Background: an optimization exercise with open tools, aiming at a short achievable clock period. Do not read the settings as production practice.
RTL that was checked went through simulation tests only; none was proved equivalent to the original.
For runs 5 and 6, only the layout was checked, not whether the RTL still works.
No activity file was given, so power comes from the tool's default toggle rates.

**design/flow/design.v**
```verilog
`timescale              1ns/1ps
`default_nettype        none
module PSRAM_READER (
    input   wire            clk,
    input   wire            rst_n,
    input   wire [23:0]     addr,
    input   wire            rd,
    input   wire [2:0]      size,
    output  wire            done,
    output  wire [31:0]     line,      
    output  reg             sck,
    output  reg             ce_n,
    input   wire [3:0]      din,
    output  wire [3:0]      dout,
    output  wire            douten
);
    localparam  IDLE = 1'b0, 
                READ = 1'b1;
    wire [7:0]  FINAL_COUNT = 19 + size*2;  
    reg         state, nstate;
    reg [7:0]   counter;
    reg [23:0]  saddr;
    reg [7:0]   data [3:0]; 
    wire[7:0]   CMD_EBH = 8'heb;
    always @*
        case (state)
            IDLE: if(rd) nstate = READ; else nstate = IDLE;
            READ: if(done) nstate = IDLE; else nstate = READ;
        endcase 
    always @ (posedge clk or negedge rst_n)
        if(!rst_n) state = IDLE;
        else state <= nstate;
    always @ (posedge clk or negedge rst_n)
        if(!rst_n) 
            sck <= 1'b0;
        else if(~ce_n) 
            sck <= ~ sck;
        else if(state == IDLE) 
            sck <= 1'b0;
    always @ (posedge clk or negedge rst_n)
        if(!rst_n) 
            ce_n <= 1'b1;
        else if(state == READ) 
            ce_n <= 1'b0;
        else 
            ce_n <= 1'b1;
    always @ (posedge clk or negedge rst_n)
        if(!rst_n) 
            counter <= 8'b0;
        else if(sck & ~done) 
            counter <= counter + 1'b1;
        else if(state == IDLE) 
            counter <= 8'b0;
    always @ (posedge clk or negedge rst_n)
        if(!rst_n) 
            saddr <= 24'b0;
        else if((state == IDLE) && rd) 
            saddr <= {addr[23:0]};
    wire[7:0] byte_index = counter/2 - 10;
    always @ (posedge clk)
        if(counter >= 20 && counter <= FINAL_COUNT)
            if(sck) 
                data[byte_index] <= {data[byte_index][3:0], din};  
    assign dout     =   (counter < 8)   ?   CMD_EBH[7 - counter]:
                        (counter == 8)  ?   saddr[23:20]        : 
                        (counter == 9)  ?   saddr[19:16]        :
                        (counter == 10) ?   saddr[15:12]        :
                        (counter == 11) ?   saddr[11:8]         :
                        (counter == 12) ?   saddr[7:4]          :
                        (counter == 13) ?   saddr[3:0]          :
                        4'h0;    
    assign douten   = (counter < 14);
    assign done     = (counter == FINAL_COUNT+1);
    generate
        genvar i; 
        for(i=0; i<4; i=i+1)
            assign line[i*8+7: i*8] = data[i];
    endgenerate
endmodule
module PSRAM_WRITER (
    input   wire            clk,
    input   wire            rst_n,
    input   wire [23:0]     addr,
    input   wire [31: 0]    line,
    input   wire [2:0]      size,
    input   wire            wr,
    output  wire            done,
    output  reg             sck,
    output  reg             ce_n,
    input   wire [3:0]      din,
    output  wire [3:0]      dout,
    output  wire            douten
);
    localparam  DATA_START = 14;
    localparam  IDLE = 1'b0, 
                READ = 1'b1;
    wire[7:0]        FINAL_COUNT = 13 + size*2;
    reg         state, nstate;
    reg [7:0]   counter;
    reg [23:0]  saddr;
    reg [7:0]   data [3:0]; 
    wire[7:0]   CMD_38H = 8'h38;
    always @*
        case (state)
            IDLE: if(wr) nstate = READ; else nstate = IDLE;
            READ: if(done) nstate = IDLE; else nstate = READ;
        endcase 
    always @ (posedge clk or negedge rst_n)
        if(!rst_n) state = IDLE;
        else state <= nstate;
    always @ (posedge clk or negedge rst_n)
        if(!rst_n) 
            sck <= 1'b0;
        else if(~ce_n) 
            sck <= ~ sck;
        else if(state == IDLE) 
            sck <= 1'b0;
    always @ (posedge clk or negedge rst_n)
        if(!rst_n) 
            ce_n <= 1'b1;
        else if(state == READ) 
            ce_n <= 1'b0;
        else 
            ce_n <= 1'b1;
    always @ (posedge clk or negedge rst_n)
        if(!rst_n) 
            counter <= 8'b0;
        else if(sck & ~done) 
            counter <= counter + 1'b1;
        else if(state == IDLE) 
            counter <= 8'b0;
    always @ (posedge clk or negedge rst_n)
        if(!rst_n) 
            saddr <= 24'b0;
        else if((state == IDLE) && wr) 
            saddr <= addr;
    assign dout     =   (counter < 8)   ?   CMD_38H[7 - counter]:
                        (counter == 8)  ?   saddr[23:20]        : 
                        (counter == 9)  ?   saddr[19:16]        :
                        (counter == 10) ?   saddr[15:12]        :
                        (counter == 11) ?   saddr[11:8]         :
                        (counter == 12) ?   saddr[7:4]          :
                        (counter == 13) ?   saddr[3:0]          :
                        (counter == 14) ?   line[7:4]           :
                        (counter == 15) ?   line[3:0]           :
                        (counter == 16) ?   line[15:12]         :
                        (counter == 17) ?   line[11:8]          :
                        (counter == 18) ?   line[23:20]         :
                        (counter == 19) ?   line[19:16]         :
                        (counter == 20) ?   line[31:28]         :
                        line[27:24];               
    assign douten   = (~ce_n);
    assign done     = (counter == FINAL_COUNT);
endmodule
`timescale              1ns/1ps
`default_nettype        none
module EF_PSRAM_CTRL_ahbl (
    input   wire            HCLK,
    input   wire            HRESETn,
    input   wire            HSEL,
    input   wire [31:0]     HADDR,
    input   wire [31:0]     HWDATA,
    input   wire [1:0]      HTRANS,
    input   wire [2:0]      HSIZE,
    input   wire            HWRITE,
    input   wire            HREADY,
    output  reg             HREADYOUT,
    output  wire [31:0]     HRDATA,
    output  wire            sck,
    output  wire            ce_n,
    input   wire [3:0]      din,
    output  wire [3:0]      dout,
    output  wire [3:0]      douten     
);
    localparam  ST_IDLE = 1'b0,
                ST_WAIT = 1'b1;
    wire        mr_sck; 
    wire        mr_ce_n; 
    wire [3:0]  mr_din; 
    wire [3:0]  mr_dout; 
    wire        mr_doe;
    wire        mw_sck; 
    wire        mw_ce_n; 
    wire [3:0]  mw_din; 
    wire [3:0]  mw_dout; 
    wire        mw_doe;
    wire        mr_rd;
    wire        mr_done;
    wire        mw_wr;
    wire        mw_done;
    wire        doe;
    reg         state, nstate;
    reg         last_HSEL;
    reg [31:0]  last_HADDR;
    reg         last_HWRITE;
    reg [1:0]   last_HTRANS;
    reg [2:0]   last_HSIZE;
    wire [2:0]  size =  (last_HSIZE == 0) ? 1 :
                        (last_HSIZE == 1) ? 2 :
                        (last_HSIZE == 2) ? 4 : 4;
    wire        ahb_addr_phase  = HTRANS[1] & HSEL & HREADY;
    always@ (posedge HCLK) begin
        if(HREADY) begin
            last_HSEL       <= HSEL;
            last_HADDR      <= HADDR;
            last_HWRITE     <= HWRITE;
            last_HTRANS     <= HTRANS;
            last_HSIZE      <= HSIZE;
        end
    end
    always @ (posedge HCLK or negedge HRESETn)
        if(HRESETn == 0) 
            state <= ST_IDLE;
        else 
            state <= nstate;
    always @* begin
        case(state)
            ST_IDLE :   
                if(ahb_addr_phase) 
                    nstate = ST_WAIT;
                else
                    nstate = ST_IDLE;
            ST_WAIT :   
                if((mw_done & last_HWRITE) | (mr_done & ~last_HWRITE))   
                    nstate = ST_IDLE;
                else
                    nstate = ST_WAIT; 
        endcase
    end
    always @(posedge HCLK or negedge HRESETn)
        if(!HRESETn) 
            HREADYOUT <= 1'b1;
        else
            case (state)
                ST_IDLE :   
                    if(ahb_addr_phase) 
                        HREADYOUT <= 1'b0;
                    else 
                        HREADYOUT <= 1'b1;
                ST_WAIT :   
                    if((mw_done & last_HWRITE) | (mr_done & ~last_HWRITE))  
                        HREADYOUT <= 1'b1;
                    else 
                        HREADYOUT <= 1'b0;
            endcase
    assign mr_rd    = ( ahb_addr_phase & (state==ST_IDLE ) & ~HWRITE );
    assign mw_wr    = ( ahb_addr_phase & (state==ST_IDLE ) & HWRITE );
    PSRAM_READER MR (   
        .clk(HCLK), 
        .rst_n(HRESETn), 
        .addr({HADDR[23:0]}), 
        .rd(mr_rd), 
        .size(size),
        .done(mr_done), 
        .line(HRDATA),
        .sck(mr_sck), 
        .ce_n(mr_ce_n), 
        .din(mr_din), 
        .dout(mr_dout), 
        .douten(mr_doe) 
    );
    PSRAM_WRITER MW (   
        .clk(HCLK), 
        .rst_n(HRESETn), 
        .addr({HADDR[23:0]}), 
        .wr(mw_wr), 
        .size(size),
        .done(mw_done), 
        .line(HWDATA),
        .sck(mw_sck), 
        .ce_n(mw_ce_n), 
        .din(mw_din), 
        .dout(mw_dout), 
        .douten(mw_doe) 
    );
    assign sck  = last_HWRITE ? mw_sck  : mr_sck;
    assign ce_n = last_HWRITE ? mw_ce_n : mr_ce_n;
    assign dout = last_HWRITE ? mw_dout : mr_dout;
    assign douten  = last_HWRITE ? {4{mw_doe}}  : {4{mr_doe}};
    assign mw_din = din;
    assign mr_din = din;
endmodule
```
**design/flow/run.sh**
```bash
#!/bin/bash
# synth_recipe.tcl (not shown) runs the flow's synth.tcl, then flattens the netlist and writes it again
# the make line also repeats each setting of config.mk as NAME=value (left out here)
make -C /OpenROAD-flow-scripts/flow DESIGN_CONFIG=/design/flow/config.mk WORK_HOME=/design/flow/orfs CLKGATE_MAP_FILE= SYNTH_SCRIPT=/design/flow/synth_recipe.tcl finish
```
**design/flow/config.mk**
```make
export PLATFORM = sky130hd
export DESIGN_NAME = EF_PSRAM_CTRL_ahbl
export DESIGN_NICKNAME = EF_PSRAM_CTRL_ahbl
export VERILOG_FILES = /design/flow/design.v
export SDC_FILE = /design/flow/constraint.sdc
export NUM_CORES = 4
export LEC_CHECK = 0
export CAP_MARGIN = 20
export CORE_MARGIN = 2
export CORE_UTILIZATION = 40
export SLEW_MARGIN = 20
```
**design/flow/constraint.sdc**
```tcl
create_clock -name core_clock -period 3.5 [get_ports {HCLK}]
set_input_delay 0.7000 -clock core_clock [delete_from_list [all_inputs] [get_ports {HCLK}]]
set_output_delay 0.7000 -clock core_clock [all_outputs]
set_load 0.01 [all_outputs]
```
==> key figures, run 1 <==
Pwr
  • Worst vdd ir: 0.3245 mV
  • Lkg Pwr: 0.003193 uW
  • PwrDens: 617.9 mW/mm^2

Drt
  • First-pass DRT Iterations: 4
  • DR top layer: met4
  • Drt total wl: 16110 microns
  • Met2 WL: 7997 microns
  • DRT iter0 DRCs: 377
  • Routed Antenna Nets: 0
  • Routed len/inst: 19.00 microns
  • Met1 WL: 7228 microns
  • Vias after detailed routing: 4748
  • Avg Vias per Cell: 5.599
  • Post-route DRC: 0
  • Met3 wire len: 694 microns

Logic synthesis
  • Yosys Warn Count: 3
  • Unique masters post-synth: 67
  • Syn nets: 622
  • Yosys top cell area share: 29.88%
  • Syn Std Cell Area: 0.005779 sq mm
  • Top post-synthesis cells by area: dfrtp_1 30%, edfxtp_1 19%, mux2_2 9.7%
  • Synth Instances: 529
  • Async S/R FF share, synth: 66.67%
  • Yosys top cell by area: dfrtp_1
  • EDFF count, synth: 36
  • Predominant post-synthesis flop cell: dfrtp_1
  • Syn Area/Cell: 10.92 sq um
  • Synthesized flop and latch total: 108
  • Post-synthesis sequential area ratio: 49.95%

STA
  • Unrepaired setup endpoints after global routing: yes
  • Crit path time final: 3412 ps
  • Clk_skew: 12.25 ps
  • Setup Viol. Count Final: 0
  • Final period utilization: 97.48%
  • Worst slew pin tran: 999.8 ps
  • Slew Limit Fails: 0
  • Max Fclk: 0.2931 GHz
  • Final Worst Setup Slack: 88.08 ps
  • Relative slew slack: 33.35%
  • Final Hold Viols: 0

Placed design
  • Placer Congestion: 0.9011
  • HPWL after DPL: 12130 microns
  • Placement Setup Slack: 17.18 ps
  • Post-Place Cells: 829
  • Port buffer count: 111

Setup path
  • Nature of the critical path endpoint: primary output
  • Worst Setup Start Kind: flip-flop
  • CP peak stage delay: 450 ps
  • Worst-path cell chain: or3_4, buf_12, nor4_2, o21ai_1, a2111oi_2, o311ai_1, a21o_1, dlygate4sd2_1
  • Reg-to-Reg Start: last_HSIZE[2]
  • Reg2reg setup slack: 980 ps
  • Worst-path maximum fanout: 5
  • Reg2reg end: MR.data[0][7]
  • Worst Reg-to-Reg Cells: 6
  • Crit path DAT: 2710 ps
  • WP data required: 2800 ps
  • WP buf/inv: 2
  • Cell family with most CP delay: compound AO/OA/AOI/OAI gates
  • CP Class: reg2out
  • CP max-delay cell: dfrtp_2

Outcome
  • Status: timing/DRC/antenna clean

Hold path
  • WHS Path Cells: 1
  • Worst hold path type: reg2reg
  • Worst Hold End: HREADYOUT
  • Min-delay src: state

Clock network
  • CTS Root Cell: clkbuf_16
  • CTS buffer count: 9
  • Cts hold-fix bufs: 0
  • Worst-skew pair later-pin latency: 350 ps
  • Clock slew seen by the registers of the worst setup and hold paths: 70 ps
  • # H-tree levels: 3
  • Clock Path Buffers: 2
  • CTS tree: done
  • CTS sink cnt: 108

Global routing
  • GR Util All Layers: 20.82%
  • Grt ovf: 0
  • Vias in the first global route: 4780
  • Largest net degree at the start of global routing: 42
  • First-pass GRT wire length: 25740 microns
  • Initial antenna violation count: 0

Floorplanning
  • Die width: 124.2 microns
  • Die Area: 0.01543 sq mm
  • Num ports: 121
  • Core footprint: 0.01399 sq mm
  • Die Ht: 124.2 microns
  • Rows: 43
  • Starting Density: 41.31%

Finish
  • Layout cells sized above 1: 24.10%
  • Commonest cells after routing, fill and taps aside: 106 x clkdlybuf4s50_1, 65 x dfrtp_1, 50 x mux2_2
  • Commonest non-fill, non-tap cell in the layout: clkdlybuf4s50_1
  • Fillers: 1239
  • Ant. Diodes: 0
  • Post-layout util: 55.64%
  • Synthesis-to-layout area growth: 34.66%
  • Final #Nets: 756
  • Finished Layout Cells: 848

Run
  • Max Cap Viol: 0
==> timing repair <==
item / 4_1_cts / 5_1_grt
pin swaps: 3 / 2
setup endpoints to repair: 4 / 3
endpoints found under the hold margin: 0 / 0
buffers inserted: 1 / 2
resized for setup: 26 / 14
==> cell usage after synthesis, types with 4 or more instances <==
master and count:
o211ai_1 4, nand2b_1 7, nand3b_1 5, mux2_2 50, edfxtp_1 36, o22ai_1 9, dfrtp_1 69, ha_1 15
a21oi_1 26, a211oi_1 6, nand2_1 32, xnor2_1 4, and3_1 12, mux2i_1 5, nor3b_1 5, or3_1 4
o21ai_0 34, inv_1 18, buf_2 5, nand3_1 24, nor4_1 4, clkbuf_1 27, mux4_2 4, a31oi_1 8
nor2b_1 7, nor2_1 20, o31ai_1 5, nor3_1 7, a21o_1 7, nand4_1 4
==> final cells by class <==
type | instances | area, sq um | area share (%)
clock inverters | 6 | 63.81 | 0.8199
repair buffers | 160 | 1489 | 19.13
clock buffers | 10 | 229.0 | 2.942
flip-flops and latches | 108 | 2892 | 37.15
multi-input cells | 365 | 2809 | 36.09
well taps | 180 | 225.2 | 2.894
inverters | 19 | 75.07 | 0.9646
==> worst reg2reg max path: cells and delay by family (launching register included) <==
family | cells | cell delay [ps]
compound gates | 1 | 230
flops | 1 | 410
simple gates | 4 | 1300
fa+ha+maj | 1 | 230
==> how the worst max path moves through the flow <==
stage                        from  slack, ps       to  cells after the start
global placement       HWDATA[28]         10  dout[0]                      8
floorplan           MW.counter[0]        610  dout[1]                      9
CTS                 MW.counter[5]         10  dout[2]                      9
detailed placement     HWDATA[25]         20  dout[1]                      8
finish              MW.counter[7]         90  dout[1]                      8
global route        MW.counter[7]        -30  dout[1]                      8
==> sequential cells by signal, summed over array words and instances (netlist names) <==
signal       count
MR.state         1
MW.state         1
state            1
MW.counter       8
MR.data         32
last_HWRITE      1
MW.sck           1
MR.saddr        24
MW.ce_n          1
MR.ce_n          1
HREADYOUT        1
MR.counter       8
last_HSIZE       3
MR.sck           1
MW.saddr        24
==> report_power, final <==
part           switching [uW]  total, uW  internal (uW)
combinational            1050       2000            949
sequential                215       1800           1590
clock                     453       1010            555
==> cell families (layout without fill, tap and decap cells) <==
| kind of cell | after synthesis | count (layout) | synth area share (%) |
|---|---|---|---|
| multiplexers | 59 | 59 | 12.17 |
| AND/OR/NAND/NOR | 148 | 148 | 14.01 |
| other | 1 | 1 | 0.06489 |
| buffers and inverters | 56 | 195 | 3.940 |
| AO/OA/AOI/OAI | 135 | 135 | 15.57 |
| XOR/XNOR | 7 | 7 | 1.061 |
| flip-flops | 108 | 108 | 49.95 |
| adder cells (fa/ha/maj) | 15 | 15 | 3.247 |
==> stage by stage <==
| stage | setup TNS, ps | cell area (sq um) | hold slack [ps] | total power (uW) |
|---|---|---|---|---|
| after floorplan | 0 | 5779 | 404.4 | 2910 |
| after global placement | 0 | 7300 | 426.4 | 3641 |
| after detailed placement | 0 | 7300 | 439.5 | 3680 |
| after CTS | 0 | 7689 | 448.1 | 4777 |
| after global routing | -30.01 | 7782 | 464.9 | 5092 |
| final | 0 | 7782 | 444.0 | 4809 |
==> metal layers <==
layer  vias to the layer above  GRT usage, %
met3                        10         4.260
met4                         0         4.693
met1                      2372         28.08
met5                         -             0
li1                       2253             -
met2                       113         34.75
==> inputs of run 2 (changes only) <==
==> design/flow/design.v (replaced) <==
`timescale              1ns/1ps
`default_nettype        none
module EF_PSRAM_CTRL_ahbl (
    input   wire            HCLK,
    input   wire            HRESETn,
    input   wire            HSEL,
    input   wire [31:0]     HADDR,
    input   wire [31:0]     HWDATA,
    input   wire [1:0]      HTRANS,
    input   wire [2:0]      HSIZE,
    input   wire            HWRITE,
    input   wire            HREADY,
    output  reg             HREADYOUT,
    output  wire [31:0]     HRDATA,
    output  wire            sck,
    output  wire            ce_n,
    input   wire [3:0]      din,
    output  wire [3:0]      dout,
    output  wire [3:0]      douten
);
    reg         busy;            
    reg         ce_n_r;
    reg         sck_r;
    reg [4:0]   cnt;             
    reg [4:0]   last;            
    reg         wr;              
    reg [3:0]   dout_r;
    reg         douten_r;
    reg [83:0]  sr;              
    reg [31:0]  rdata;
    wire        ahb_addr_phase  = HTRANS[1] & HSEL & HREADY;
    wire        shift           = busy & sck_r;
    wire        done            = (cnt == last);
    always @(posedge HCLK or negedge HRESETn)
        if(!HRESETn) begin
            busy        <= 1'b0;
            HREADYOUT   <= 1'b1;
            ce_n_r      <= 1'b1;
        end else begin
            busy        <= busy ? ~done : ahb_addr_phase;
            HREADYOUT   <= busy ? done  : ~ahb_addr_phase;
            ce_n_r      <= ~busy;
        end
    always @(posedge HCLK) begin
        sck_r   <= ~ce_n_r & ~sck_r;
        cnt     <= (busy & ~ce_n_r) ? cnt + {4'b0, sck_r} : 5'd0;
    end
    always @(posedge HCLK)
        if(~busy) begin
            wr      <= HWRITE;
            last    <= HWRITE ? ((HSIZE == 3'd0) ? 5'd15 : (HSIZE == 3'd1) ? 5'd17 : 5'd21)
                              : ((HSIZE == 3'd0) ? 5'd22 : (HSIZE == 3'd1) ? 5'd24 : 5'd28);
        end
    wire [7:0]  cmd = wr ? 8'h38 : 8'heb;
    integer k;
    always @(posedge HCLK) begin
        if(ce_n_r)
            for(k = 0; k < 7; k = k + 1)
                sr[4*k +: 4] <= {3'b000, cmd[6-k]};
        else if(shift)
            sr[27:0] <= sr[31:4];
        if(~busy)
            sr[51:28] <= {HADDR[3:0], HADDR[7:4], HADDR[11:8],
                          HADDR[15:12], HADDR[19:16], HADDR[23:20]};
        else if(shift)
            sr[51:28] <= sr[55:32];
        if(ce_n_r)
            sr[83:52] <= {HWDATA[27:24], HWDATA[31:28], HWDATA[19:16], HWDATA[23:20],
                          HWDATA[11:8],  HWDATA[15:12], HWDATA[3:0],   HWDATA[7:4]};
        else if(shift)
            sr[83:52] <= {4'h0, sr[83:56]};
    end
    always @(posedge HCLK) begin
        if(ce_n_r)
            dout_r  <= {3'b000, cmd[7]};
        else if(shift)
            dout_r  <= sr[3:0];
        if(ce_n_r)
            douten_r <= 1'b1;
        else if(shift & ~wr & (cnt == 5'd13))
            douten_r <= 1'b0;
    end
    genvar i;
    generate
        for(i = 0; i < 4; i = i + 1) begin : g_byte
            always @(posedge HCLK)
                if(shift & ~wr & (cnt[4:1] == 4'd10 + i))
                    rdata[i*8 +: 8] <= {rdata[i*8 +: 4], din};
        end
    endgenerate
    assign HRDATA   = rdata;
    assign sck      = sck_r;
    assign ce_n     = ce_n_r;
    assign dout     = dout_r;
    assign douten   = {4{douten_r}};
endmodule
--- a/design/flow/config.mk
+++ b/design/flow/config.mk
@@ -8,4 +8,5 @@
 export CAP_MARGIN = 20
 export CORE_MARGIN = 2
 export CORE_UTILIZATION = 40
+export SETUP_SLACK_MARGIN = 2.2
 export SLEW_MARGIN = 20
==> key figures, run 2 <==
Finish
  • Ant. Diodes: 0 (unchanged)
  • Post-layout util: 63.29% (was 55.64%)
  • Commonest cells after routing, fill and taps aside: 101 x edfxtp_1, 65 x clkdlybuf4s50_1, 50 x nand2_1 (was 106 x clkdlybuf4s50_1, 65 x dfrtp_1, 50 x mux2_2)
  • Commonest non-fill, non-tap cell in the layout: edfxtp_1 (was clkdlybuf4s50_1)
  • Fin area: 0.007954 sq mm (was 0.007782 sq mm)
  • Largest register by flop count: sr (was MR.data)
  • Synthesis-to-layout area growth: 55.12% (was 34.66%)
  • Fillers: 904 (was 1239)
  • Finished Layout Cells: 698 (was 848)
  • Largest regs: sr: 84 flops, rdata: 32 flops (was MR.data: 32 flops, MR.saddr: 24 flops, MW.saddr: 24 flops)
  • Largest register FFs: 84 (was 32)
  • Layout cells sized above 1: 41.25% (was 24.10%)
  • Final #Nets: 593 (was 756)

Floorplanning
  • Die Area: 0.01374 sq mm (was 0.01543 sq mm)
  • Starting Density: 40.80% (was 41.31%)
  • Rows: 41 (was 43)
  • Core footprint: 0.01257 sq mm (was 0.01399 sq mm)
  • Die Ht: 117.2 microns (was 124.2 microns)
  • Num ports: 121 (unchanged)
  • Die width: 117.2 microns (was 124.2 microns)

Clock network
  • Worst-skew pair later-pin latency: 420 ps (was 350 ps)
  • Clock slew seen by the registers of the worst setup and hold paths: 60 ps (was 70 ps)
  • Clock Path Buffers: 2 (unchanged)
  • CTS buffer count: 17 (was 9)
  • CTS tree: done (unchanged)
  • # H-tree levels: 4 (was 3)
  • Cts hold-fix bufs: 0 (unchanged)
  • CTS sink cnt: 135 (was 108)
  • CTS Root Cell: clkbuf_16 (unchanged)

Global routing
  • Largest net degree at the start of global routing: 33 (was 42)
  • Initial antenna violation count: 0 (unchanged)
  • First-pass GRT wire length: 17390 microns (was 25740 microns)
  • Grt ovf: 0 (unchanged)
  • GR Util All Layers: 17.22% (was 20.82%)
  • Vias in the first global route: 3398 (was 4780)

Logic synthesis
  • Yosys Warn Count: 1 (was 3)
  • Most frequent cell after synthesis: edfxtp_1 (was dfrtp_1)
  • Yosys top cell by area: edfxtp_1 (was dfrtp_1)
  • EDFF count, synth: 101 (was 36)
  • Post-synthesis simple-gate area fraction: 7.345% (was 14.01%)
  • Syn Area/Cell: 14.91 sq um (was 10.92 sq um)
  • Yosys top cell area share: 59.15% (was 29.88%)
  • Synth Area in XOR/XNOR: 1.537% (was 1.061%)
  • Top post-synthesis cells by area: edfxtp_1 59%, dfxtp_1 12%, mux2_2 10% (was dfrtp_1 30%, edfxtp_1 19%, mux2_2 9.7%)
  • Synth top cells by count: 101 x edfxtp_1, 52 x nand2_1, 47 x mux2_2 (was 69 x dfrtp_1, 50 x mux2_2, 36 x edfxtp_1)
  • Async S/R FF share, synth: 2.222% (was 66.67%)
  • Post-synthesis compound-gate area fraction: 3.294% (was 15.57%)
  • Synth Instances: 344 (was 529)
  • Adder-cell share of the synthesized area: 0.4880% (was 3.247%)
  • Synthesized flop and latch total: 135 (was 108)
  • Syn nets: 424 (was 622)
  • Largest family of logic cells by synthesized area: multiplexers (was compound AO/OA/AOI/OAI gates)
  • Syn Std Cell Area: 0.005127 sq mm (was 0.005779 sq mm)
  • Unique masters post-synth: 30 (was 67)
  • Predominant post-synthesis flop cell: edfxtp_1 (was dfrtp_1)
  • Post-synthesis sequential area ratio: 72.77% (was 49.95%)
  • Post-synthesis mux area share: 11.64% (was 12.17%)

Setup path
  • Worst-path cell chain: buf_6 (was or3_4, buf_12, nor4_2, o21ai_1, a2111oi_2, o311ai_1, a21o_1, dlygate4sd2_1)
  • Critical path destination: ce_n (was dout[1])
  • Reg2reg end: sr[74] (was MR.data[0][7])
  • WP buf/inv: 1 (was 2)
  • Nature of the critical path endpoint: primary output (unchanged)
  • WP data required: 2800 ps (about the same)
  • Cell family with most CP delay: flip-flops (was compound AO/OA/AOI/OAI gates)
  • Crit path DAT: 1140 ps (was 2710 ps)
  • Worst-path maximum fanout: 2 (was 5)
  • Worst Reg-to-Reg Cells: 6 (unchanged)
  • Reg2reg setup slack: 1750 ps (was 980 ps)
  • CP peak stage delay: 630 ps (was 450 ps)
  • Critical Path Stages: 1 (was 8)
  • Reg-to-Reg Start: ce_n_r (was last_HSIZE[2])
  • CP max-delay cell: dfstp_4 (was dfrtp_2)
  • Crit path from: ce_n_r (was MW.counter[7])
  • CP Class: reg2out (unchanged)
  • Worst Setup Start Kind: flip-flop (unchanged)

STA
  • Max Fclk: 0.5426 GHz (was 0.2931 GHz)
  • Setup TNS: 0 ps (unchanged)
  • Setup Viol. Count Final: 0 (unchanged)
  • Crit path time final: 1843 ps (was 3412 ps)
  • Slew Limit Fails: 0 (unchanged)
  • Final Hold Viols: 0 (unchanged)
  • Unrepaired setup endpoints after global routing: yes (unchanged)
  • Final period utilization: 52.65% (was 97.48%)
  • Clk_skew: 7.589 ps (was 12.25 ps)
  • Worst slew pin tran: 511.7 ps (was 999.8 ps)
  • Relative slew slack: 65.89% (was 33.35%)

Pwr
  • PwrDens: 960.4 mW/mm^2 (was 617.9 mW/mm^2)
  • Worst vdd ir: 0.5069 mV (was 0.3245 mV)
  • Lkg Pwr: 0.003063 uW (was 0.003193 uW)

Hold path
  • WHS Path Cells: 2 (was 1)
  • Worst hold path type: reg2reg (unchanged)

Placed design
  • Post-Place Cells: 608 (was 829)
  • HPWL after DPL: 6013 microns (was 12130 microns)
  • Placer Congestion: 0.7216 (was 0.9011)
  • Port buffer count: 111 (unchanged)
  • Post-DP Area: 0.006484 sq mm (was 0.007300 sq mm)

Drt
  • DRT iter0 DRCs: 167 (was 377)
  • Routed len/inst: 16.12 microns (was 19.00 microns)
  • Vias after detailed routing: 3316 (was 4748)
  • Drt total wl: 11250 microns (was 16110 microns)
  • Avg Vias per Cell: 4.751 (was 5.599)
  • Post-route DRC: 0 (unchanged)
  • First-pass DRT Iterations: 4 (unchanged)
  • Routed Antenna Nets: 0 (unchanged)

Run
  • Max Cap Viol: 0 (unchanged)

Outcome
  • Status: timing/DRC/antenna clean (unchanged)
## run 2: tightest hold or removal path: cells and delay by family, from the launching register on
family / cells / cell delay, ps
DFF: 1 / 300
AOI/OAI and AO/OA: 1 / 50
and+or+nand+nor: 1 / 50
## run 2: through the flow
stage | total power, uW | worst slack, ps | hold slack (ps)
5_1_grt | 8025 | 1637 | 448.2
6_report | 7639 | 1657 | 434.3
3_5_place_dp | 4591 | 1244 | 432.9
2_1_floorplan | 4218 | 1990 | 404.4
3_3_place_gp | 4533 | 1242 | 430.3
4_1_cts | 7351 | 1638 | 436.4
## run 2: repair_timing
action	in CTS	in global routing
setup endpoints to repair	243	190
pin swaps	6	3
resized for setup	234	32
cloned	16	2
setup buffers	29	11
## run 2: worst min-delay path by stage
stage	startpoint	to
after floorplan	HRESETn	busy
after global placement	rdata[9]	rdata[13]
after detailed placement	rdata[8]	rdata[12]
after CTS	HRESETn	busy
after global routing	HRESETn	busy
final	sr[1]	dout_r[1]
## run 2: layout make-up
class | count | area (sq um) | share of cell area, %
clock buffers | 18 | 439.2 | 5.521
clock inverters | 14 | 173.9 | 2.187
inverters | 7 | 26.28 | 0.3303
multi-input cells | 190 | 1583 | 19.90
flip-flops and latches | 135 | 3750 | 47.14
well taps | 172 | 215.2 | 2.706
repair buffers | 162 | 1767 | 22.21
## run 2: logic make-up (layout without fill, tap and decap cells)
| kind of cell | after synthesis | count (layout) |
|---|---|---|
| fa+ha+maj | 2 | 2 |
| mux | 53 | 53 |
| buf+inv | 28 | 201 |
| simple gates | 85 | 94 |
| xor+xnor | 9 | 9 |
| compound gates | 32 | 32 |
| flops | 135 | 135 |
## run 2: power breakdown
| part | switching (uW) | internal [uW] | total (uW) |
|---|---|---|---|
| clock network | 676 | 1140 | 1820 |
| registers | 229 | 2610 | 2830 |
| logic | 1280 | 1700 | 2990 |
| total | 2190 | 5450 | 7640 |
## run 2: routing by layer
layer  global-route usage, %  vias up  wire (microns)  part of all wire [%]
li1                        -     1592               -                     -
met4                   7.686        0             166                   1.5
met5                       0        -               0                     0
met3                   5.304       17             767                   6.8
met2                   27.74      108            5465                    49
met1                   21.43     1599            4854                    43
==> inputs of run 3 (changes only) <==
--- a/design/flow/config.mk
+++ b/design/flow/config.mk
@@ -8,5 +8,5 @@
 export CAP_MARGIN = 20
 export CORE_MARGIN = 2
 export CORE_UTILIZATION = 40
-export SETUP_SLACK_MARGIN = 2.2
+export SETUP_SLACK_MARGIN = 1.8
 export SLEW_MARGIN = 20
==> key figures, run 3 <==
Setup path
  • Worst Reg-to-Reg Cells: 3 (was 6)
  • Reg2reg end: rdata[21] (was sr[74])
  • CP peak stage delay: 560 ps (was 630 ps)
  • CP max-delay cell: dfstp_2 (was dfstp_4)
  • WP buf/inv: 1 (unchanged)
  • Crit path from: ce_n_r (unchanged)
  • CP Class: reg2out (unchanged)
  • Nature of the critical path endpoint: primary output (unchanged)
  • Worst-path maximum fanout: 2 (unchanged)
  • Reg2reg setup slack: 1890 ps (was 1750 ps)
  • Critical Path Stages: 1 (unchanged)
  • Worst Setup Start Kind: flip-flop (unchanged)
  • Cell family with most CP delay: flip-flops (unchanged)
  • Critical path destination: ce_n (unchanged)
  • Worst-path cell chain: buf_6 (unchanged)
  • Crit path DAT: 1070 ps (was 1140 ps)
  • WP data required: 2800 ps (about the same)
  • Reg-to-Reg Start: last[0] (was ce_n_r)

Finish
  • Commonest non-fill, non-tap cell in the layout: edfxtp_1 (unchanged)
  • Layout cells sized above 1: 29.98% (was 41.25%)
  • Ant. Diodes: 0 (unchanged)
  • Final #Nets: 544 (was 593)
  • Commonest cells after routing, fill and taps aside: 101 x edfxtp_1, 68 x clkdlybuf4s50_1, 52 x nand2_1 (was 101 x edfxtp_1, 65 x clkdlybuf4s50_1, 50 x nand2_1)
  • Largest regs: sr: 84 flops, rdata: 32 flops (unchanged)
  • Largest register FFs: 84 (unchanged)
  • Largest register by flop count: sr (unchanged)
  • Synthesis-to-layout area growth: 35.04% (was 55.12%)
  • Fillers: 1059 (was 904)

Logic synthesis
  • Yosys Warn Count: 1 (unchanged)
  • Synth Instances: 344 (unchanged)
  • Predominant post-synthesis flop cell: edfxtp_1 (unchanged)
  • Async S/R FF share, synth: 2.222% (unchanged)
  • EDFF count, synth: 101 (unchanged)
  • Yosys top cell area share: 59.15% (unchanged)
  • Yosys top cell by area: edfxtp_1 (unchanged)
  • Unique masters post-synth: 30 (unchanged)
  • Syn Std Cell Area: 0.005127 sq mm (unchanged)
  • Post-synthesis sequential area ratio: 72.77% (unchanged)
  • Most frequent cell after synthesis: edfxtp_1 (unchanged)
  • Top post-synthesis cells by area: edfxtp_1 59%, dfxtp_1 12%, mux2_2 10% (unchanged)
  • Synthesized flop and latch total: 135 (unchanged)
  • Syn nets: 424 (unchanged)
  • Synth top cells by count: 101 x edfxtp_1, 52 x nand2_1, 47 x mux2_2 (unchanged)
  • Syn Area/Cell: 14.91 sq um (unchanged)

STA
  • Max Fclk: 0.5648 GHz (was 0.5426 GHz)
  • Fin Hold WS: 439.6 ps (was 434.3 ps)
  • Final Hold Viols: 0 (unchanged)
  • Setup TNS: 0 ps (unchanged)
  • Setup Viol. Count Final: 0 (unchanged)
  • Crit path time final: 1771 ps (was 1843 ps)
  • Relative slew slack: 58.89% (was 65.89%)
  • Final Worst Setup Slack: 1729 ps (was 1657 ps)
  • Clk_skew: 6.469 ps (was 7.589 ps)
  • Final period utilization: 50.59% (was 52.65%)
  • Worst slew pin tran: 616.6 ps (was 511.7 ps)
  • Slew Limit Fails: 0 (unchanged)
  • Unrepaired setup endpoints after global routing: yes (unchanged)

Pwr
  • Lkg Pwr: 0.002517 uW (was 0.003063 uW)
  • Tot Pwr: 6192 uW (was 7639 uW)
  • PwrDens: 894.3 mW/mm^2 (was 960.4 mW/mm^2)
  • Worst vdd ir: 0.3934 mV (was 0.5069 mV)

Drt
  • Met1 WL: 3970 microns (was 4854 microns)
  • Routed Antenna Nets: 0 (unchanged)
  • Post-route DRC: 0 (unchanged)
  • Drt total wl: 8986 microns (was 11250 microns)
  • First-pass DRT Iterations: 4 (unchanged)
  • Vias after detailed routing: 2954 (was 3316)
  • Avg Vias per Cell: 4.552 (was 4.751)
  • DRT iter0 DRCs: 191 (was 167)
  • Routed len/inst: 13.85 microns (was 16.12 microns)
  • Met3 wire len: 779 microns (was 767 microns)
  • DR top layer: met4 (unchanged)
  • Met2 WL: 4109 microns (was 5465 microns)

Global routing
  • Grt ovf: 0 (unchanged)
  • GR Util All Layers: 13.57% (was 17.22%)
  • Initial antenna violation count: 0 (unchanged)
  • Vias in the first global route: 2794 (was 3398)
  • Largest net degree at the start of global routing: 69 (was 33)
  • First-pass GRT wire length: 13770 microns (was 17390 microns)

Clock network
  • Clock Path Buffers: 2 (unchanged)
  • Worst-skew pair later-pin latency: 410 ps (was 420 ps)
  • Clock slew seen by the registers of the worst setup and hold paths: 50 ps (was 60 ps)
  • CTS buffer count: 17 (unchanged)
  • CTS Root Cell: clkbuf_16 (unchanged)
  • CTS sink cnt: 135 (unchanged)
  • # H-tree levels: 4 (unchanged)
  • CTS tree: done (unchanged)

Floorplanning
  • Die Area: 0.01374 sq mm (unchanged)
  • Die Ht: 117.2 microns (unchanged)
  • Num ports: 121 (unchanged)
  • Core footprint: 0.01257 sq mm (unchanged)
  • Rows: 41 (unchanged)
  • Starting Density: 40.80% (unchanged)
  • Die width: 117.2 microns (unchanged)

Placed design
  • HPWL after DPL: 5781 microns (was 6013 microns)
  • Port buffer count: 111 (unchanged)
  • Placement Setup Slack: 1558 ps (was 1244 ps)
  • Placer Congestion: 0.7302 (was 0.7216)

Hold path
  • WHS Path Cells: 1 (was 2)
  • Worst hold path type: reg2reg (unchanged)

Outcome
  • Status: timing/DRC/antenna clean (unchanged)

Run
  • Max Cap Viol: 0 (unchanged)
## run 3: cell counts after synthesis
Identical to the previous run, type by type.
## run 3: metal layers
layer | global-route usage (%) | up-vias
li1 | - | 1476
met1 | 16.25 | 1373
met2 | 20.27 | 96
met3 | 6.797 | 9
met4 | 6.824 | 0
met5 | 0 | -
## run 3: how the worst min path moves through the flow
| stage | start | endpoint |
|---|---|---|
| after CTS | rdata[19] | rdata[23] |
| final | sck_r | sck_r |
| after floorplan | HRESETn | busy |
| after global placement | rdata[11] | rdata[15] |
| after detailed placement | rdata[19] | rdata[23] |
| after global routing | rdata[24] | rdata[28] |
## run 3: cell families (layout without fill, tap and decap cells)
family          Yosys count  in the layout  synth area share [%]
flops                   135            135                 72.77
simple gates             85             86                 7.345
mux                      53             53                 11.64
compound gates           32             32                 3.294
buf+inv                  28            160                 2.928
xor+xnor                  9              9                 1.537
fa+ha+maj                 2              2                0.4880
## run 3: power by group
part           switching, uW  internal, uW
logic                    873           765
clock network            635          1110
registers                203          2600
## run 3: what timing repair did
item                                    in CTS  in global routing
endpoints found under the setup margin     144                114
cloned                                       0                  1
hold buffers                                 0                  0
setup buffers                                3                  3
endpoints found under the hold margin        0                  0
pin swaps                                    1                  2
resized for setup                          179                 11
## run 3: final cells by class
cell class                      count  area (sq um)  area share (%)
Sequential cell                   135          3739           53.99
Multi-Input combinational cell    182          1308           18.88
Timing Repair Buffer              121          1047           15.12
Clock buffer                       19         432.9           6.252
Tap cell                          172         215.2           3.108
Clock inverter                     13         156.4           2.259
Inverter                            7         26.28          0.3795
## run 3: through the flow
stage | util, % | cells | area (sq um)
finish | 55.09 | 649 | 6924
global route | 55.09 | 649 | 6924
CTS | 54.50 | 645 | 6850
detailed placement | 50.76 | 610 | 6380
global placement | 50.74 | 610 | 6377
floorplan | - | 344 | 5145
==> inputs of run 4 (changes only) <==
--- a/design/flow/config.mk
+++ b/design/flow/config.mk
@@ -8,5 +8,4 @@
 export CAP_MARGIN = 20
 export CORE_MARGIN = 2
 export CORE_UTILIZATION = 40
-export SETUP_SLACK_MARGIN = 1.8
 export SLEW_MARGIN = 20
==> key figures, run 4 <==
Outcome
  • Status: timing/DRC/antenna clean (unchanged)

Drt
  • DRT iter0 DRCs: 127 (was 191)
  • Drt total wl: 9046 microns (was 8986 microns)
  • First-pass DRT Iterations: 4 (unchanged)
  • Vias after detailed routing: 2958 (was 2954)
  • Routed Antenna Nets: 0 (unchanged)
  • Post-route DRC: 0 (unchanged)
  • Routed len/inst: 14.05 microns (was 13.85 microns)
  • Avg Vias per Cell: 4.593 (was 4.552)

Setup path
  • Worst-path maximum fanout: 10 (was 2)
  • WP data required: 2800 ps (about the same)
  • Cell family with most CP delay: flip-flops (unchanged)
  • CP Class: reg2out (unchanged)
  • CP max-delay cell: dfstp_2 (unchanged)
  • WP buf/inv: 1 (unchanged)
  • Crit path DAT: 1660 ps (was 1070 ps)
  • Nature of the critical path endpoint: primary output (unchanged)
  • CP peak stage delay: 660 ps (was 560 ps)
  • Worst Setup Start Kind: flip-flop (unchanged)
  • Worst-path cell chain: clkdlybuf4s50_1 (was buf_6)

STA
  • Slew Limit Fails: 0 (unchanged)
  • Crit path time final: 2357 ps (was 1771 ps)
  • Setup TNS: 0 ps (unchanged)
  • Setup Viol. Count Final: 0 (unchanged)
  • Relative slew slack: 44.13% (was 58.89%)
  • Final period utilization: 67.35% (was 50.59%)
  • Final Hold Viols: 0 (unchanged)
  • Worst slew pin tran: 836.0 ps (was 616.6 ps)
  • Clk_skew: 6.607 ps (was 6.469 ps)
  • Max Fclk: 0.4242 GHz (was 0.5648 GHz)
  • Unrepaired setup endpoints after global routing: no (was yes)

Pwr
  • Lkg Pwr: 0.002501 uW (was 0.002517 uW)
  • PwrDens: 881.9 mW/mm^2 (was 894.3 mW/mm^2)
  • Worst vdd ir: 0.5370 mV (was 0.3934 mV)

Logic synthesis
  • Yosys top cell area share: 59.15% (unchanged)
  • Syn Area/Cell: 14.91 sq um (unchanged)
  • Synthesized flop and latch total: 135 (unchanged)
  • Post-synthesis sequential area ratio: 72.77% (unchanged)
  • Yosys Warn Count: 1 (unchanged)
  • Synth Instances: 344 (unchanged)
  • Yosys top cell by area: edfxtp_1 (unchanged)
  • Most frequent cell after synthesis: edfxtp_1 (unchanged)
  • Predominant post-synthesis flop cell: edfxtp_1 (unchanged)
  • Unique masters post-synth: 30 (unchanged)
  • Syn nets: 424 (unchanged)
  • Async S/R FF share, synth: 2.222% (unchanged)
  • EDFF count, synth: 101 (unchanged)
  • Syn Std Cell Area: 0.005127 sq mm (unchanged)
  • Synth top cells by count: 101 x edfxtp_1, 52 x nand2_1, 47 x mux2_2 (unchanged)
  • Top post-synthesis cells by area: edfxtp_1 59%, dfxtp_1 12%, mux2_2 10% (unchanged)

Finish
  • Largest register by flop count: sr (unchanged)
  • Commonest cells after routing, fill and taps aside: 111 x clkdlybuf4s50_1, 101 x edfxtp_1, 52 x nand2_1 (was 101 x edfxtp_1, 68 x clkdlybuf4s50_1, 52 x nand2_1)
  • Finished Layout Cells: 644 (was 649)
  • Largest regs: sr: 84 flops, rdata: 32 flops (unchanged)
  • Commonest non-fill, non-tap cell in the layout: clkdlybuf4s50_1 (was edfxtp_1)
  • Layout cells sized above 1: 19.70% (was 29.98%)
  • Largest register FFs: 84 (unchanged)
  • Fillers: 1036 (was 1059)
  • Final #Nets: 539 (was 544)
  • Synthesis-to-layout area growth: 36.38% (was 35.04%)
  • Ant. Diodes: 0 (unchanged)

Clock network
  • # H-tree levels: 4 (unchanged)
  • CTS tree: done (unchanged)
  • CTS sink cnt: 135 (unchanged)
  • CTS Root Cell: clkbuf_16 (unchanged)
  • Worst-skew pair later-pin latency: 410 ps (about the same)
  • Clock slew seen by the registers of the worst setup and hold paths: 60 ps (was 50 ps)
  • Clock Path Buffers: 2 (unchanged)
  • Cts hold-fix bufs: 0 (unchanged)
  • Gates resized, CTS repair: 0 (was 179)
  • Post-CTS Setup Bufs: 0 (was 3)
  • CTS buffer count: 17 (unchanged)

Placed design
  • Placer Congestion: 0.7058 (was 0.7302)
  • Port buffer count: 111 (unchanged)
  • HPWL after DPL: 6151 microns (was 5781 microns)
  • Post-Place Cells: 612 (was 610)

Run
  • Max Cap Viol: 0 (unchanged)

Floorplanning
  • Die width: 117.2 microns (unchanged)
  • Die Ht: 117.2 microns (unchanged)
  • Rows: 41 (unchanged)
  • Num ports: 121 (unchanged)
  • Die Area: 0.01374 sq mm (unchanged)
  • Core footprint: 0.01257 sq mm (unchanged)
  • Starting Density: 40.80% (unchanged)

Global routing
  • GR Util All Layers: 14.19% (was 13.57%)
  • Grt ovf: 0 (unchanged)
  • First-pass GRT wire length: 14300 microns (was 13770 microns)
  • Initial antenna violation count: 0 (unchanged)
  • Vias in the first global route: 2964 (was 2794)
  • Largest net degree at the start of global routing: 62 (was 69)

Hold path
  • Worst hold path type: reg2reg (unchanged)
==> run 4: where the power goes <==
part           internal, uW  switching [uW]  total (uW)
Clock                  1120             653        1770
Sequential             2600             217        2820
Combinational           737             842        1580
Total                  4460            1710        6170
==> run 4: layout make-up <==
cell class / count / area [sq um] / share of cell area (%)
flip-flops and latches: 135 / 3731 / 53.35
repair buffers: 117 / 1156 / 16.53
multi-input cells: 181 / 1256 / 17.96
well taps: 172 / 215.2 / 3.077
inverters: 7 / 26.28 / 0.3757
clock buffers: 23 / 555.5 / 7.944
clock inverters: 9 / 52.55 / 0.7515
==> run 4: worst paths after layout <==
path / from / endpoint / slack (ps) / cells past startpoint
setup / recovery: ce_n_r / ce_n / 1140 / 1
hold / removal: rdata[25] / rdata[29] / 450 / 0
setup reg to reg: sck_r / sr[77] / 1250 / 3
hold reg to reg: rdata[25] / rdata[29] / 450 / 0
max in group asynchronous: HRESETn / HREADYOUT / 2810 / 1
min in group asynchronous: HRESETn / busy / 470 / 1
==> run 4: layer usage <==
metal  vias up  global-route usage [%]  routed length [microns]
li1       1460                       -                        -
met1      1392                   16.31                     3859
met2        91                   22.99                     4368
met3        15                   5.922                      645
met4         0                   6.824                      172
met5         -                       0                        0
==> run 4: cell families after synthesis <==
family / synth area share (%)
xor gates and xnor gates: 1.537
DFF: 72.77
adders and majority gates: 0.4880
AOI/OAI and AO/OA: 3.294
muxes: 11.64
and+or+nand+nor: 7.345
buffers and inverters: 2.928
==> run 4: per-stage QoR <==
step | total power, uW | area (sq um) | worst slack, ps | hold slack, ps | util (%)
CTS | 6246 | 6985 | 1097 | 448.2 | 55.58
finish | 6167 | 6993 | 1143 | 448.1 | 55.64
detailed placement | 4463 | 6377 | 1203 | 435.0 | 50.74
floorplan | 4004 | 5127 | 1239 | 404.4 | -
global route | 6540 | 6993 | 984.5 | 450.0 | 55.64
global placement | 4408 | 6377 | 1214 | 440.0 | 50.74
==> inputs of run 5 (changes only) <==
==> design/flow/design.v (replaced) <==
`timescale              1ns/1ps
`default_nettype        none
module EF_PSRAM_CTRL_ahbl (
    input   wire            HCLK,
    input   wire            HRESETn,
    input   wire            HSEL,
    input   wire [31:0]     HADDR,
    input   wire [31:0]     HWDATA,
    input   wire [1:0]      HTRANS,
    input   wire [2:0]      HSIZE,
    input   wire            HWRITE,
    input   wire            HREADY,
    output  wire            HREADYOUT,
    output  wire [31:0]     HRDATA,
    output  wire            sck,
    output  wire            ce_n,
    input   wire [3:0]      din,
    output  wire [3:0]      dout,
    output  wire [3:0]      douten
);
    reg         busy;            
    reg         hro;             
    reg         act;             
    reg         ce_r;            
    reg         sck_i;           
    reg         sck_r;           
    reg [4:0]   cnt;             
    reg [4:0]   last;            
    reg         wr;              
    reg [23:0]  asr;             
    reg [3:0]   dout_r;
    reg         douten_r;
    reg [31:0]  rdata;
    wire        ahb_addr_phase  = HTRANS[1] & HSEL & HREADY;
    wire        shift           = busy & sck_i;
    wire        done            = (cnt == last);
    always @(posedge HCLK or negedge HRESETn)
        if(!HRESETn) begin
            busy    <= 1'b0;
            hro     <= 1'b0;
            act     <= 1'b0;
            ce_r    <= 1'b0;
        end else begin
            busy    <= busy ? ~done : ahb_addr_phase;
            hro     <= hro  ? ~done : ahb_addr_phase;
            act     <= hro;
            ce_r    <= busy;
        end
    always @(posedge HCLK) begin
        sck_i   <= act & ~sck_i;
        sck_r   <= act & ~sck_r;
        cnt     <= (busy & act) ? cnt + {4'b0, sck_i} : 5'd0;
    end
    always @(posedge HCLK)
        if(~busy) begin
            wr      <= HWRITE;
            last    <= HWRITE ? ((HSIZE == 3'd0) ? 5'd15 : (HSIZE == 3'd1) ? 5'd17 : 5'd21)
                              : ((HSIZE == 3'd0) ? 5'd22 : (HSIZE == 3'd1) ? 5'd24 : 5'd28);
            asr     <= {HADDR[3:0], HADDR[7:4], HADDR[11:8],
                        HADDR[15:12], HADDR[19:16], HADDR[23:20]};
        end else if(shift & (cnt >= 5'd7))
            asr     <= {4'h0, asr[23:4]};
    wire [7:0]  cmd     = wr ? 8'h38 : 8'heb;
    wire [2:0]  cmd_i   = 3'd6 - cnt[2:0];
    wire [2:0]  wd_i    = cnt[2:0] + 3'd3;
    wire [3:0]  wd_nib  = HWDATA[{wd_i[2:1], ~wd_i[0], 2'b00} +: 4];
    wire [3:0]  nxt     = (cnt < 5'd7)  ? {3'b000, cmd[cmd_i]} :
                          (cnt < 5'd13) ? asr[3:0] : wd_nib;
    always @(posedge HCLK) begin
        if(~act)
            dout_r  <= {3'b000, cmd[7]};
        else if(shift)
            dout_r  <= nxt;
        if(~act)
            douten_r <= 1'b1;
        else if(shift & ~wr & (cnt == 5'd13))
            douten_r <= 1'b0;
    end
    genvar i;
    generate
        for(i = 0; i < 4; i = i + 1) begin : g_byte
            always @(posedge HCLK)
                if(shift & ~wr & (cnt[4:1] == 4'd10 + i))
                    rdata[i*8 +: 8] <= {rdata[i*8 +: 4], din};
        end
    endgenerate
    assign HREADYOUT    = ~hro;
    assign HRDATA       = rdata;
    assign sck          = sck_r;
    assign ce_n         = ~ce_r;
    assign dout         = dout_r;
    assign douten       = {4{douten_r}};
endmodule
--- a/design/flow/config.mk
+++ b/design/flow/config.mk
@@ -8,4 +8,5 @@
 export CAP_MARGIN = 20
 export CORE_MARGIN = 2
 export CORE_UTILIZATION = 40
+export SETUP_SLACK_MARGIN = 2.0
 export SLEW_MARGIN = 20
==> key figures, run 5 <==
Clock network
  • CTS buffer count: 9 (was 17)
  • CTS Root Cell: clkbuf_8 (was clkbuf_16)
  • Cts hold-fix bufs: 0 (unchanged)
  • Clock slew seen by the registers of the worst setup and hold paths: 90 ps (was 60 ps)
  • CTS tree: done (unchanged)
  • Worst-skew pair later-pin latency: 350 ps (was 410 ps)
  • Clock Path Buffers: 2 (unchanged)
  • CTS sink cnt: 77 (was 135)
  • # H-tree levels: 3 (was 4)

Finish
  • Synthesis-to-layout area growth: 52.65% (was 36.38%)
  • Area of the multi-input gates: 0.001146 sq mm (was 0.001256 sq mm)
  • Sequential cell area: 0.002205 sq mm (was 0.003731 sq mm)
  • Commonest non-fill, non-tap cell in the layout: edfxtp_1 (was clkdlybuf4s50_1)
  • Largest register by flop count: rdata (was sr)
  • Largest register FFs: 32 (was 84)
  • Fillers: 643 (was 1036)
  • Layout cells sized above 1: 44.26% (was 19.70%)
  • Finished Layout Cells: 471 (was 644)
  • Ant. Diodes: 0 (unchanged)
  • Final #Nets: 446 (was 539)
  • Commonest cells after routing, fill and taps aside: 62 x edfxtp_1, 56 x clkdlybuf4s50_1, 34 x buf_2 (was 111 x clkdlybuf4s50_1, 101 x edfxtp_1, 52 x nand2_1)
  • Largest regs: rdata: 32 flops, asr: 24 flops (was sr: 84 flops, rdata: 32 flops)

Drt
  • Routed Antenna Nets: 0 (unchanged)
  • Post-route DRC: 0 (unchanged)
  • Drt total wl: 7350 microns (was 9046 microns)
  • Vias after detailed routing: 2299 (was 2958)
  • DRT iter0 DRCs: 78 (was 127)
  • Avg Vias per Cell: 4.881 (was 4.593)
  • First-pass DRT Iterations: 4 (unchanged)
  • Routed len/inst: 15.61 microns (was 14.05 microns)

Logic synthesis
  • Syn Std Cell Area: 0.003327 sq mm (was 0.005127 sq mm)
  • Predominant post-synthesis flop cell: edfxtp_1 (unchanged)
  • Most frequent cell after synthesis: edfxtp_1 (unchanged)
  • Synth Instances: 210 (was 344)
  • Yosys top cell area share: 55.96% (was 59.15%)
  • Async S/R FF share, synth: 5.195% (was 2.222%)
  • Top post-synthesis cells by area: edfxtp_1 56%, mux2_2 6.8%, dfxtp_1 6.6% (was edfxtp_1 59%, dfxtp_1 12%, mux2_2 10%)
  • Yosys top cell by area: edfxtp_1 (unchanged)
  • Synth top cells by count: 62 x edfxtp_1, 20 x mux2_2, 11 x dfxtp_1 (was 101 x edfxtp_1, 52 x nand2_1, 47 x mux2_2)
  • Post-synthesis sequential area ratio: 65.59% (was 72.77%)
  • Yosys Warn Count: 1 (unchanged)
  • Synthesized flop and latch total: 77 (was 135)
  • Syn Area/Cell: 15.84 sq um (was 14.91 sq um)
  • EDFF count, synth: 62 (was 101)
  • Unique masters post-synth: 39 (was 30)
  • Syn nets: 295 (was 424)

Hold path
  • Worst hold path type: reg2reg (unchanged)

STA
  • Crit path time final: 1681 ps (was 2357 ps)
  • Fin Hold WS: 400.2 ps (was 448.1 ps)
  • Setup TNS: 0 ps (unchanged)
  • Slew Limit Fails: 0 (unchanged)
  • Setup Viol. Count Final: 0 (unchanged)
  • Relative slew slack: 66.64% (was 44.13%)
  • Final period utilization: 48.04% (was 67.35%)
  • Clk_skew: 10.34 ps (was 6.607 ps)
  • Final Hold Viols: 0 (unchanged)
  • Unrepaired setup endpoints after global routing: yes (was no)
  • Worst slew pin tran: 497.1 ps (was 836.0 ps)
  • Max Fclk: 0.5947 GHz (was 0.4242 GHz)

Floorplanning
  • Rows: 33 (was 41)
  • Core footprint: 0.008134 sq mm (was 0.01257 sq mm)
  • Starting Density: 40.90% (was 40.80%)
  • Num ports: 121 (unchanged)
  • Die width: 95.20 microns (was 117.2 microns)
  • Die Ht: 95.20 microns (was 117.2 microns)
  • Die Area: 0.009063 sq mm (was 0.01374 sq mm)

Setup path
  • Crit path DAT: 1780 ps (was 1660 ps)
  • Nature of the critical path endpoint: flip-flop (was primary output)
  • WP data required: 3600 ps (was 2800 ps)
  • CP Class: in2reg (was reg2out)
  • Worst-path maximum fanout: 1 (was 10)
  • CP peak stage delay: 450 ps (was 660 ps)
  • CP max-delay cell: mux4_2 (was dfstp_2)
  • Worst Setup Start Kind: primary input (was flip-flop)
  • Worst-path cell chain: dlygate4sd2_1, mux4_2, mux2i_1, and3_1, a2111oi_2 (was clkdlybuf4s50_1)

Global routing
  • Initial antenna violation count: 0 (unchanged)
  • Vias in the first global route: 2305 (was 2964)
  • Grt ovf: 0 (unchanged)
  • Largest net degree at the start of global routing: 33 (was 62)
  • First-pass GRT wire length: 11530 microns (was 14300 microns)
  • GR Util All Layers: 17.05% (was 14.19%)

Placed design
  • Post-Place Cells: 413 (was 612)
  • Port buffer count: 111 (unchanged)
  • HPWL after DPL: 4848 microns (was 6151 microns)
  • Placer Congestion: 0.7708 (was 0.7058)

Run
  • Max Cap Viol: 0 (unchanged)

Pwr
  • PwrDens: 728.5 mW/mm^2 (was 881.9 mW/mm^2)
  • Worst vdd ir: 0.3681 mV (was 0.5370 mV)
  • Lkg Pwr: 0.001924 uW (was 0.002501 uW)

Outcome
  • Status: timing/DRC/antenna clean (unchanged)
-- run 5: cell types whose count changed after synthesis, sizes merged, moves of 8 or more --
| cell | delta |
|---|---|
| nand2 | -43 |
| dfxtp | -20 |
| mux2 | -33 |
| a21oi | -23 |
| edfxtp | -39 |
| buf | -9 |
| mux4 | +8 |
-- run 5: path summary, 6_finish.rpt --
| kind | cells past startpoint | slack [ps] | endpoint | startpoint |
|---|---|---|---|---|
| worst max-delay path | 5 | 1820 | dout_r[0] | HWDATA[20] |
| worst min-delay path | 0 | 400 | act | hro |
| worst max register to register | 6 | 1830 | dout_r[0] | cnt[0] |
| worst min register to register | 0 | 400 | act | hro |
| max in group asynchronous | 1 | 2780 | busy | HRESETn |
| min in group asynchronous | 1 | 550 | ce_r | HRESETn |
-- run 5: cell type report --
class | instances | share of cell area, %
flip-flops and latches | 77 | 43.41
repair buffers | 153 | 26.41
multi-input cells | 111 | 22.57
well taps | 105 | 2.587
clock buffers | 9 | 2.439
clock inverters | 7 | 1.823
inverters | 9 | 0.7637
-- run 5: logic make-up (layout without fill, tap and decap cells) --
family	count (synthesis)	after routing	synth area share (%)
muxes	32	32	13.84
and+or+nand+nor	42	42	6.620
AOI/OAI and AO/OA	19	20	4.137
xor gates and xnor gates	10	10	2.858
buffers and inverters	23	178	4.325
DFF	77	77	65.59
adders and majority gates	7	7	2.632
-- run 5: stage by stage --
step,worst slack (ps),util (%),cell area (sq um),total power [uW]
final,1819,62.44,5079,3700
after CTS,1812,61.24,4981,3648
after global placement,1242,56.01,4556,2598
after detailed placement,1239,56.01,4556,2613
after global routing,1756,62.44,5079,3917
after floorplan,1689,-,3432,2317
-- run 5: layer usage --
layer	vias to the layer above	GRT usage [%]	share of wire, %
met1	1098	22.57	44
met5	-	0	0
met2	87	26.76	47
met3	10	4.348	7.7
li1	1104	-	-
met4	0	7.126	1.2
-- run 5: repair_timing --
action	4_1_cts	5_1_grt
pin swaps	14	9
cloned	1	0
resized for setup	227	14
buffers inserted	36	5
endpoints found under the setup margin	104	106
-- run 5: report_power, final --
| group | switching (uW) | internal [uW] | total (uW) |
|---|---|---|---|
| Sequential | 126 | 1320 | 1440 |
| Clock | 370 | 347 | 717 |
| Combinational | 699 | 839 | 1540 |
-- run 5: worst max-delay path: cells and delay by family --
kind,cells,cell delay (ps)
AOI/OAI and AO/OA,1,50
buffers and inverters,1,230
muxes,2,610
and+or+nand+nor,1,190
==> inputs of run 6 (changes only) <==
--- a/design/flow/config.mk
+++ b/design/flow/config.mk
@@ -8,5 +8,7 @@
 export CAP_MARGIN = 20
 export CORE_MARGIN = 2
 export CORE_UTILIZATION = 40
+export CTS_CLUSTER_DIAMETER = 150
+export CTS_CLUSTER_SIZE = 40
 export SETUP_SLACK_MARGIN = 2.0
 export SLEW_MARGIN = 20
==> key figures, run 6 <==
Outcome
  • Status: timing/DRC/antenna clean (unchanged)

Finish
  • Area of the multi-input gates: 0.001146 sq mm (unchanged)
  • Commonest cells after routing, fill and taps aside: 62 x edfxtp_1, 56 x clkdlybuf4s50_1, 34 x buf_2 (unchanged)
  • Ant. Diodes: 0 (unchanged)
  • Largest regs: rdata: 32 flops, asr: 24 flops (unchanged)
  • Commonest non-fill, non-tap cell in the layout: edfxtp_1 (unchanged)
  • Final #Nets: 446 (unchanged)
  • Fillers: 643 (unchanged)
  • Synthesis-to-layout area growth: 52.65% (unchanged)
  • Fin area: 0.005079 sq mm (unchanged)
  • Largest register by flop count: rdata (unchanged)
  • Sequential cell area: 0.002205 sq mm (unchanged)
  • Largest register FFs: 32 (unchanged)
  • Layout cells sized above 1: 44.26% (unchanged)
  • Finished Layout Cells: 471 (unchanged)

Clock network
  • # H-tree levels: 3 (unchanged)
  • CTS sink cnt: 77 (unchanged)
  • CTS buffer count: 9 (unchanged)
  • CTS Root Cell: clkbuf_8 (unchanged)
  • Clock slew seen by the registers of the worst setup and hold paths: 90 ps (about the same)
  • Cts hold-fix bufs: 0 (unchanged)
  • CTS tree: done (unchanged)
  • Worst-skew pair later-pin latency: 350 ps (about the same)
  • Clock Path Buffers: 2 (unchanged)

STA
  • Final Hold Viols: 0 (unchanged)
  • Max Fclk: 0.5947 GHz (unchanged)
  • Unrepaired setup endpoints after global routing: yes (unchanged)
  • Setup Viol. Count Final: 0 (unchanged)
  • Clk_skew: 10.34 ps (unchanged)
  • Relative slew slack: 66.64% (unchanged)
  • Crit path time final: 1681 ps (unchanged)
  • Worst slew pin tran: 497.1 ps (unchanged)
  • Slew Limit Fails: 0 (unchanged)
  • Final period utilization: 48.04% (unchanged)
  • Setup TNS: 0 ps (unchanged)

Logic synthesis
  • Yosys top cell area share: 55.96% (unchanged)
  • Unique masters post-synth: 39 (unchanged)
  • Yosys top cell by area: edfxtp_1 (unchanged)
  • EDFF count, synth: 62 (unchanged)
  • Syn nets: 295 (unchanged)
  • Syn Area/Cell: 15.84 sq um (unchanged)
  • Syn Std Cell Area: 0.003327 sq mm (unchanged)
  • Top post-synthesis cells by area: edfxtp_1 56%, mux2_2 6.8%, dfxtp_1 6.6% (unchanged)
  • Most frequent cell after synthesis: edfxtp_1 (unchanged)
  • Synth Instances: 210 (unchanged)
  • Async S/R FF share, synth: 5.195% (unchanged)
  • Synth top cells by count: 62 x edfxtp_1, 20 x mux2_2, 11 x dfxtp_1 (unchanged)
  • Post-synthesis sequential area ratio: 65.59% (unchanged)
  • Predominant post-synthesis flop cell: edfxtp_1 (unchanged)
  • Synthesized flop and latch total: 77 (unchanged)
  • Yosys Warn Count: 1 (unchanged)

Floorplanning
  • Rows: 33 (unchanged)
  • Die width: 95.20 microns (unchanged)
  • Die Ht: 95.20 microns (unchanged)
  • Core footprint: 0.008134 sq mm (unchanged)
  • Die Area: 0.009063 sq mm (unchanged)
  • Num ports: 121 (unchanged)
  • Starting Density: 40.90% (unchanged)

Setup path
  • Worst Setup Start Kind: primary input (unchanged)
  • Crit path DAT: 1780 ps (about the same)
  • WP data required: 3600 ps (about the same)
  • CP Class: in2reg (unchanged)
  • Reg2reg setup slack: 1830 ps (about the same)
  • Reg-to-Reg Start: cnt[0] (unchanged)
  • Nature of the critical path endpoint: flip-flop (unchanged)
  • CP max-delay cell: mux4_2 (unchanged)
  • Reg2reg end: dout_r[0] (unchanged)
  • Worst Reg-to-Reg Cells: 6 (unchanged)
  • CP peak stage delay: 450 ps (about the same)
  • Worst-path cell chain: dlygate4sd2_1, mux4_2, mux2i_1, and3_1, a2111oi_2 (unchanged)
  • Worst-path maximum fanout: 1 (unchanged)

Drt
  • Drt total wl: 7350 microns (unchanged)
  • Vias after detailed routing: 2299 (unchanged)
  • Avg Vias per Cell: 4.881 (unchanged)
  • Routed Antenna Nets: 0 (unchanged)
  • Post-route DRC: 0 (unchanged)
  • Routed len/inst: 15.61 microns (unchanged)
  • DRT iter0 DRCs: 78 (unchanged)
  • First-pass DRT Iterations: 4 (unchanged)

Pwr
  • Reg power frac: 39.0% (about the same)
  • Int Pwr: 2505 uW (unchanged)
  • Worst vdd ir: 0.3681 mV (unchanged)
  • Tot Pwr: 3700 uW (unchanged)
  • PwrDens: 728.5 mW/mm^2 (unchanged)
  • Clk pwr share: 19.4% (about the same)
  • Lkg Pwr: 0.001924 uW (unchanged)
  • Logic gate share of total power: 41.6% (about the same)
  • Switching pwr: 1195 uW (unchanged)
  • Sw Share: 32.29% (unchanged)

Global routing
  • Vias in the first global route: 2305 (unchanged)
  • Grt ovf: 0 (unchanged)
  • Initial antenna violation count: 0 (unchanged)
  • GR Util All Layers: 17.05% (unchanged)
  • Largest net degree at the start of global routing: 33 (unchanged)
  • First-pass GRT wire length: 11530 microns (unchanged)

Placed design
  • Post-Place Cells: 413 (unchanged)
  • Placer Congestion: 0.7708 (unchanged)
  • HPWL after DPL: 4848 microns (unchanged)
  • Port buffer count: 111 (unchanged)
  • Post-DP Area: 0.004556 sq mm (unchanged)

Hold path
  • Worst hold path type: reg2reg (unchanged)
  • Min-delay src: hro (unchanged)
  • WHS Path Cells: 0 (unchanged)
  • Worst Hold End: act (unchanged)

Run
  • Max Cap Viol: 0 (unchanged)
==> run 6: logic make-up after synthesis <==
group,Yosys count,share of synthesized area [%]
flip-flops,77,65.59
AO/OA/AOI/OAI,19,4.137
adder cells (fa/ha/maj),7,2.632
buffers and inverters,23,4.325
XOR/XNOR,10,2.858
multiplexers,32,13.84
AND/OR/NAND/NOR,42,6.620
==> run 6: through the flow <==
stage	setup WS, ps	utilization, %	hold slack, ps
final	1819	62.44	400.2
after global routing	1756	62.44	412.1
after CTS	1812	61.24	404.2
after detailed placement	1239	56.01	364.8
after global placement	1242	56.01	360.0
after floorplan	1689	-	353.7
==> run 6: per-layer routing <==
metal | vias to the layer above | routed length [microns] | GRT usage (%)
li1 | 1104 | - | -
met5 | - | 0 | 0
met3 | 10 | 565 | 4.348
met4 | 0 | 86 | 7.126
met2 | 87 | 3461 | 26.76
met1 | 1098 | 3238 | 22.57
==> run 6: power by group through the flow <==
stage	clock, uW	combinational, uW	sequential, uW
final	717	1540	1440
after global routing	775	1670	1470
after CTS	735	1470	1440
after detailed placement	0	1100	1520
after global placement	0	1090	1510
after floorplan	0	896	1420
==> run 6: critical path: cells and delay by family <==
| kind | cells | cell delay (ps) |
|---|---|---|
| AOI/OAI and AO/OA | 1 | 50 |
| muxes | 2 | 610 |
| buffers and inverters | 1 | 230 |
| and+or+nand+nor | 1 | 190 |
==> run 6: worst max-delay path by stage <==
stage | slack, ps | from | cells after the start | end
after global routing | 1760 | cnt[0] | 5 | dout_r[0]
after floorplan | 1690 | cnt[0] | 8 | dout_r[0]
final | 1820 | HWDATA[20] | 5 | dout_r[0]
after global placement | 1240 | HWDATA[4] | 5 | dout_r[0]
after CTS | 1810 | cnt[0] | 6 | dout_r[0]
after detailed placement | 1240 | HWDATA[4] | 5 | dout_r[0]
==> run 6: layout make-up <==
type                    count  area share [%]
clock inverters             7           1.823
well taps                 105           2.587
repair buffers            153           26.41
flip-flops and latches     77           43.41
clock buffers               9           2.439
inverters                   9          0.7637
multi-input cells         111           22.57
==> run 6: what timing repair did <==
| item | in CTS | in global routing |
|---|---|---|
| pin swaps | 14 | 9 |
| buffers inserted | 36 | 5 |
| hold endpoints to repair | 0 | 0 |
| setup endpoints to repair | 104 | 106 |
| resized for setup | 227 | 14 |
| gates cloned | 1 | 0 |

-- afterwards: timing with drivers on the ports --
The results above use ideal ports. As a check the final layouts listed here were re-extracted and re-timed, cells and wires unchanged.
Step 1, drivers: a clkbuf_16 drives HCLK and a buf_2 each remaining input, both assumed.
Step 2, shift: input delay + t, output delay - t, t = (earliest + latest rising clock arrival at the registers) / 2. This alone moves slack from input paths to output paths.
a / b / c = ideal / step 1 / step 2; a / b = the first two.
run | t (ns) | slack for setup (ns) | worst hold slack (ns) | worst setup path after step 2
run 1 | 0.388 | 0.088 / 0.047 / 0.152 | 0.444 / 0.444 / 0.444 | input to output
run 2 | 0.449 | 1.657 / 1.619 / 1.748 | 0.434 / 0.434 / 0.434 | register to register
run 3 | 0.445 | 1.729 / 1.693 / 1.567 | 0.440 / 0.440 / 0.440 | input to register
run 4 | 0.448 | 1.143 / 1.105 / 1.247 | 0.448 / 0.448 / 0.448 | register to register
run 5 | 0.378 | 1.819 / 1.818 / 1.447 | 0.400 / 0.400 / 0.400 | input to register
run 6 | 0.378 | 1.819 / 1.818 / 1.447 | 0.400 / 0.400 / 0.400 | input to register
After both steps setup and hold are still met in every run listed.
